This design comes from an exercise in tuning for small area and a short achievable clock period on the open sky130 flow, not from production work. Only simulation tests tie the RTL to the original design; equivalence was not proved.

==> run a <==
// ex2_1
module ex2_1 (
	      input 		  clk, rst, validi,
	      input [31:0] 	  data_in,
	      output logic 	  valido,
	      output logic [31:0] data_out
	      );
Settings: LEC_CHECK=0, CAP_MARGIN=20, CORE_MARGIN=2, CORE_UTILIZATION=40, SETUP_SLACK_MARGIN=4.6, SLEW_MARGIN=20, SYNTH_HIERARCHICAL=1, TNS_END_PERCENT=0; clock period 8.0 ns.
standard.sh (not shown) runs the stock make flow with config.mk's settings and CLKGATE_MAP_FILE= SYNTH_SCRIPT=/design/flow/synth_recipe.tcl, a recipe that flattens the netlist after the stock synthesis.
==> flow/flow/run.sh <==
#!/bin/bash
# The standard layout, with two changes: the port buffers are plain buf_2 cells rather
# than the delay cells buffer_ports picks by default, and timing repair may resize a cell to
# any drive strength (MATCH_CELL_FOOTPRINT=0), not only to cells of the same footprint.
# make's full output goes to flow_make.log.
set -euo pipefail
bash standard.sh "BUFFER_PORTS_ARGS=-buffer_cell sky130_fd_sc_hd__buf_2" MATCH_CELL_FOOTPRINT=0 finish > flow_make.log 2>&1
==> inputs of run b, as changes to run a <==
--- a/flow/design.v
+++ b/flow/design.v
@@ -1005,39 +1005,36 @@
    wire xg63, xp63;
    wire gi64, pi64;
    wire xg65, xp65;
    wire xg66, xp66;
    wire xg67, xp67;
    wire xg68, xp68;
    wire xg69, xp69;
-   wire gq2, tq2;
    wire xg70, xp70;
    wire xg71, xp71;
-   wire gq6, tq6;
    wire xg72, xp72;
-   wire gq8, tq8;
    wire xg73, xp73;
    wire xg74, xp74;
    wire xg75, xp75;
    wire xg76, xp76;
    wire xg77, xp77;
-   wire gq18, tq18;
-   wire xg78, xp78;
-   wire gq20, tq20;
+   wire gi78, pi78;
    wire xg79, xp79;
-   wire gq22, tq22;
-   wire xg80, xp80;
-   wire gq24, tq24;
+   wire gi80, pi80;
    wire xg81, xp81;
-   wire gq26, tq26;
-   wire xg82, xp82;
-   wire gq28, tq28;
+   wire gi82, pi82;
    wire xg83, xp83;
-   wire gq30, tq30;
-   wire xg84, xp84;
+   wire gi84, pi84;
+   wire xg85, xp85;
+   wire gi86, pi86;
+   wire xg87, xp87;
+   wire gi88, pi88;
+   wire xg89, xp89;
+   wire gi90, pi90;
+   wire xg91, xp91;
    always_ff @(posedge clk) begin
       a <= data_in;
       q0 <= bn0;
       q1 <= pp1;
       q2 <= pp2;
       q3 <= s273;
       q4 <= s275;
@@ -1839,71 +1836,75 @@
    assign gi64 = ~xg34;
    assign pi64 = ~xp34;
    ex2_1_pgn ug65 (.gnh(xg55), .pnh(xp55), .gnl(gi64), .pnl(1'b0), .g(xg65), .p(xp65));
    ex2_1_pgn ug66 (.gnh(xg56), .pnh(xp56), .gnl(xg47), .pnl(1'b0), .g(xg66), .p(xp66));
    ex2_1_pgn ug67 (.gnh(xg57), .pnh(xp57), .gnl(xg49), .pnl(1'b0), .g(xg67), .p(xp67));
    ex2_1_pgn ug68 (.gnh(xg58), .pnh(xp58), .gnl(xg50), .pnl(1'b0), .g(xg68), .p(xp68));
    ex2_1_pgn ug69 (.gnh(xg59), .pnh(xp59), .gnl(xg51), .pnl(1'b0), .g(xg69), .p(xp69));
-   ex2_1_gtp ugq2 (.a(ra[2]), .b(rb[2]), .g(gq2), .t(tq2));
-   ex2_1_pgi ug70 (.gh(gq2), .ph(tq2), .gl(xg1), .pl(1'b1), .gn(xg70), .pn(xp70));
+   ex2_1_pgn ug70 (.gnh(gn0[2]), .pnh(tn0[2]), .gnl(gi32), .pnl(1'b0), .g(xg70), .p(xp70));
    ex2_1_pgn ug71 (.gnh(gn0[4]), .pnh(tn0[4]), .gnl(xg17), .pnl(1'b0), .g(xg71), .p(xp71));
-   ex2_1_gtp ugq6 (.a(ra[6]), .b(rb[6]), .g(gq6), .t(tq6));
-   ex2_1_pgi ug72 (.gh(gq6), .ph(tq6), .gl(xg33), .pl(1'b1), .gn(xg72), .pn(xp72));
-   ex2_1_gtp ugq8 (.a(ra[8]), .b(rb[8]), .g(gq8), .t(tq8));
-   ex2_1_pgi ug73 (.gh(gq8), .ph(tq8), .gl(xg34), .pl(1'b1), .gn(xg73), .pn(xp73));
+   ex2_1_pgn ug72 (.gnh(gn0[6]), .pnh(tn0[6]), .gnl(gi62), .pnl(1'b0), .g(xg72), .p(xp72));
+   ex2_1_pgn ug73 (.gnh(gn0[8]), .pnh(tn0[8]), .gnl(gi64), .pnl(1'b0), .g(xg73), .p(xp73));
    ex2_1_pgn ug74 (.gnh(gn0[10]), .pnh(tn0[10]), .gnl(xg47), .pnl(1'b0), .g(xg74), .p(xp74));
    ex2_1_pgn ug75 (.gnh(gn0[12]), .pnh(tn0[12]), .gnl(xg49), .pnl(1'b0), .g(xg75), .p(xp75));
    ex2_1_pgn ug76 (.gnh(gn0[14]), .pnh(tn0[14]), .gnl(xg50), .pnl(1'b0), .g(xg76), .p(xp76));
    ex2_1_pgn ug77 (.gnh(gn0[16]), .pnh(tn0[16]), .gnl(xg51), .pnl(1'b0), .g(xg77), .p(xp77));
-   ex2_1_gtp ugq18 (.a(ra[18]), .b(rb[18]), .g(gq18), .t(tq18));
-   ex2_1_pgi ug78 (.gh(gq18), .ph(tq18), .gl(xg60), .pl(1'b1), .gn(xg78), .pn(xp78));
-   ex2_1_gtp ugq20 (.a(ra[20]), .b(rb[20]), .g(gq20), .t(tq20));
-   ex2_1_pgi ug79 (.gh(gq20), .ph(tq20), .gl(xg61), .pl(1'b1), .gn(xg79), .pn(xp79));
-   ex2_1_gtp ugq22 (.a(ra[22]), .b(rb[22]), .g(gq22), .t(tq22));
-   ex2_1_pgi ug80 (.gh(gq22), .ph(tq22), .gl(xg63), .pl(1'b1), .gn(xg80), .pn(xp80));
-   ex2_1_gtp ugq24 (.a(ra[24]), .b(rb[24]), .g(gq24), .t(tq24));
-   ex2_1_pgi ug81 (.gh(gq24), .ph(tq24), .gl(xg65), .pl(1'b1), .gn(xg81), .pn(xp81));
-   ex2_1_gtp ugq26 (.a(ra[26]), .b(rb[26]), .g(gq26), .t(tq26));
-   ex2_1_pgi ug82 (.gh(gq26), .ph(tq26), .gl(xg66), .pl(1'b1), .gn(xg82), .pn(xp82));
-   ex2_1_gtp ugq28 (.a(ra[28]), .b(rb[28]), .g(gq28), .t(tq28));
-   ex2_1_pgi ug83 (.gh(gq28), .ph(tq28), .gl(xg67), .pl(1'b1), .gn(xg83), .pn(xp83));
-   ex2_1_gtp ugq30 (.a(ra[30]), .b(rb[30]), .g(gq30), .t(tq30));
-   ex2_1_pgi ug84 (.gh(gq30), .ph(tq30), .gl(xg68), .pl(1'b1), .gn(xg84), .pn(xp84));
+   assign gi78 = ~xg60;
+   assign pi78 = ~xp60;
+   ex2_1_pgn ug79 (.gnh(gn0[18]), .pnh(tn0[18]), .gnl(gi78), .pnl(1'b0), .g(xg79), .p(xp79));
+   assign gi80 = ~xg61;
+   assign pi80 = ~xp61;
+   ex2_1_pgn ug81 (.gnh(gn0[20]), .pnh(tn0[20]), .gnl(gi80), .pnl(1'b0), .g(xg81), .p(xp81));
+   assign gi82 = ~xg63;
+   assign pi82 = ~xp63;
+   ex2_1_pgn ug83 (.gnh(gn0[22]), .pnh(tn0[22]), .gnl(gi82), .pnl(1'b0), .g(xg83), .p(xp83));
+   assign gi84 = ~xg65;
+   assign pi84 = ~xp65;
+   ex2_1_pgn ug85 (.gnh(gn0[24]), .pnh(tn0[24]), .gnl(gi84), .pnl(1'b0), .g(xg85), .p(xp85));
+   assign gi86 = ~xg66;
+   assign pi86 = ~xp66;
+   ex2_1_pgn ug87 (.gnh(gn0[26]), .pnh(tn0[26]), .gnl(gi86), .pnl(1'b0), .g(xg87), .p(xp87));
+   assign gi88 = ~xg67;
+   assign pi88 = ~xp67;
+   ex2_1_pgn ug89 (.gnh(gn0[28]), .pnh(tn0[28]), .gnl(gi88), .pnl(1'b0), .g(xg89), .p(xp89));
+   assign gi90 = ~xg68;
+   assign pi90 = ~xp68;
+   ex2_1_pgn ug91 (.gnh(gn0[30]), .pnh(tn0[30]), .gnl(gi90), .pnl(1'b0), .g(xg91), .p(xp91));
    assign sum[0] = p0[0];
    ex2_1_xn us1 (.a(p0[1]), .b(gn0[0]), .y(sum[1]));
    ex2_1_x us2 (.a(p0[2]), .b(xg1), .y(sum[2]));
-   ex2_1_xn us3 (.a(p0[3]), .b(xg70), .y(sum[3]));
+   ex2_1_x us3 (.a(p0[3]), .b(xg70), .y(sum[3]));
    ex2_1_xn us4 (.a(p0[4]), .b(xg17), .y(sum[4]));
    ex2_1_x us5 (.a(p0[5]), .b(xg71), .y(sum[5]));
    ex2_1_x us6 (.a(p0[6]), .b(xg33), .y(sum[6]));
-   ex2_1_xn us7 (.a(p0[7]), .b(xg72), .y(sum[7]));
+   ex2_1_x us7 (.a(p0[7]), .b(xg72), .y(sum[7]));
    ex2_1_x us8 (.a(p0[8]), .b(xg34), .y(sum[8]));
-   ex2_1_xn us9 (.a(p0[9]), .b(xg73), .y(sum[9]));
+   ex2_1_x us9 (.a(p0[9]), .b(xg73), .y(sum[9]));
    ex2_1_xn us10 (.a(p0[10]), .b(xg47), .y(sum[10]));
    ex2_1_x us11 (.a(p0[11]), .b(xg74), .y(sum[11]));
    ex2_1_xn us12 (.a(p0[12]), .b(xg49), .y(sum[12]));
    ex2_1_x us13 (.a(p0[13]), .b(xg75), .y(sum[13]));
    ex2_1_xn us14 (.a(p0[14]), .b(xg50), .y(sum[14]));
    ex2_1_x us15 (.a(p0[15]), .b(xg76), .y(sum[15]));
    ex2_1_xn us16 (.a(p0[16]), .b(xg51), .y(sum[16]));
    ex2_1_x us17 (.a(p0[17]), .b(xg77), .y(sum[17]));
    ex2_1_x us18 (.a(p0[18]), .b(xg60), .y(sum[18]));
-   ex2_1_xn us19 (.a(p0[19]), .b(xg78), .y(sum[19]));
+   ex2_1_x us19 (.a(p0[19]), .b(xg79), .y(sum[19]));
    ex2_1_x us20 (.a(p0[20]), .b(xg61), .y(sum[20]));
-   ex2_1_xn us21 (.a(p0[21]), .b(xg79), .y(sum[21]));
+   ex2_1_x us21 (.a(p0[21]), .b(xg81), .y(sum[21]));
    ex2_1_x us22 (.a(p0[22]), .b(xg63), .y(sum[22]));
-   ex2_1_xn us23 (.a(p0[23]), .b(xg80), .y(sum[23]));
+   ex2_1_x us23 (.a(p0[23]), .b(xg83), .y(sum[23]));
    ex2_1_x us24 (.a(p0[24]), .b(xg65), .y(sum[24]));
-   ex2_1_xn us25 (.a(p0[25]), .b(xg81), .y(sum[25]));
+   ex2_1_x us25 (.a(p0[25]), .b(xg85), .y(sum[25]));
    ex2_1_x us26 (.a(p0[26]), .b(xg66), .y(sum[26]));
-   ex2_1_xn us27 (.a(p0[27]), .b(xg82), .y(sum[27]));
+   ex2_1_x us27 (.a(p0[27]), .b(xg87), .y(sum[27]));
    ex2_1_x us28 (.a(p0[28]), .b(xg67), .y(sum[28]));
-   ex2_1_xn us29 (.a(p0[29]), .b(xg83), .y(sum[29]));
+   ex2_1_x us29 (.a(p0[29]), .b(xg89), .y(sum[29]));
    ex2_1_x us30 (.a(p0[30]), .b(xg68), .y(sum[30]));
-   ex2_1_xn us31 (.a(p0[31]), .b(xg84), .y(sum[31]));
+   ex2_1_x us31 (.a(p0[31]), .b(xg91), .y(sum[31]));
 endmodule
 module ex2_1_fa (input a, b, c, output s, co);
    assign s = a ^ b ^ c;
    assign co = (a & b) | (c & (a ^ b));
 endmodule
 module ex2_1_ha (input a, b, output s, co);
    assign s = a ^ b;
@@ -1913,21 +1914,14 @@
    assign gn = ~(gh | (ph & gl));
    assign pn = ~(ph & pl);
 endmodule
 module ex2_1_pgn (input gnh, pnh, gnl, pnl, output g, p);
    assign g = ~(gnh & (pnh | gnl));
    assign p = ~(pnh | pnl);
 endmodule
-module ex2_1_ao (input a, b, c, output y);
-   assign y = a | (b & c);
-endmodule
-module ex2_1_gtp (input a, b, output g, t);
-   assign g = a & b;
-   assign t = a | b;
-endmodule
 module ex2_1_gt (input a, b, output gn, tn);
    assign gn = ~(a & b);
    assign tn = ~(a | b);
 endmodule
 module ex2_1_x (input a, b, output y);
    assign y = a ^ b;
 endmodule
==> flow/flow/run.sh (replaced) <==
#!/bin/bash
# The standard layout, except that the port buffers are plain buf_2 cells rather
# than the delay cells buffer_ports picks by default. make's full output goes to flow_make.log.
set -euo pipefail
bash standard.sh "BUFFER_PORTS_ARGS=-buffer_cell sky130_fd_sc_hd__buf_2" finish > flow_make.log 2>&1
- CORE_UTILIZATION: 40 -> 50
- SETUP_SLACK_MARGIN: 4.6 -> 4.4
==> metrics.md <==
| Metric | Value |
|---|---|
| Final Util | 55.3% |
| Run status | timing/DRC/antenna clean |
| Mapped cell area | 16000 sq um |
| # clk buffers | 21 |
| Initial core utilization | 50.9% |
| Met3 wire len | 3.71 mm |
| Worst slack at placement | 3550 ps |
The numbers above come from run b.

==> metrics.md <==
| Metric | Value |
|---|---|
| Run status | timing/DRC/antenna clean |
| # clk buffers | 20 |
| Mapped cell area | 16200 sq um |
| M1 GR Usage | 31.2% |
| Post-DP Area | 16700 sq um |
| I/O Pins | 68 |
| Met3 wire len | 3.35 mm |
| Critical path cell sequence | clkbuf_4 -> a22oi_1 -> xnor2_1 -> fa_1 -> fa_1 -> fa_1 |
| CTS resizes | 58 |
| CTS root buf | clkbuf_16 |
| H-tree level count | 4 |
| Vias in the first global route | 12044 |
| Final Util | 44.8% |
The numbers above come from run a.

[static timing again, ports no longer ideal]
No port has a modelled driver above. Below, the same layouts with a new extraction and two added sets of constraints.
Step 1 assumes that a clkbuf_16 drives the clock port and a buf_2 every other input.
Step 2 times the ports against the registers' clock, not the clock port: input delays grow and output delays shrink by t, the midpoint of the rising clock arrivals with the driver on.
Slacks: ideal ports / drivers / drivers and shift; pairs: ideal ports / drivers.
run | shift t [ns] | setup WS [ns] | latest minus earliest clock arrival (ns) | slew at the worst register clock pin (ns)
run a | 0.501 | 4.471 / 4.489 / 3.988 | 0.012 / 0.012 | 0.07 / 0.07
run b | 0.504 | 4.374 / 4.402 / 3.898 | 0.014 / 0.013 | 0.07 / 0.07
After both steps setup and hold are still met in every run listed. For run a, which loses most, drivers alone change the setup slack by +0.018 ns; drivers and shift together by -0.483 ns.
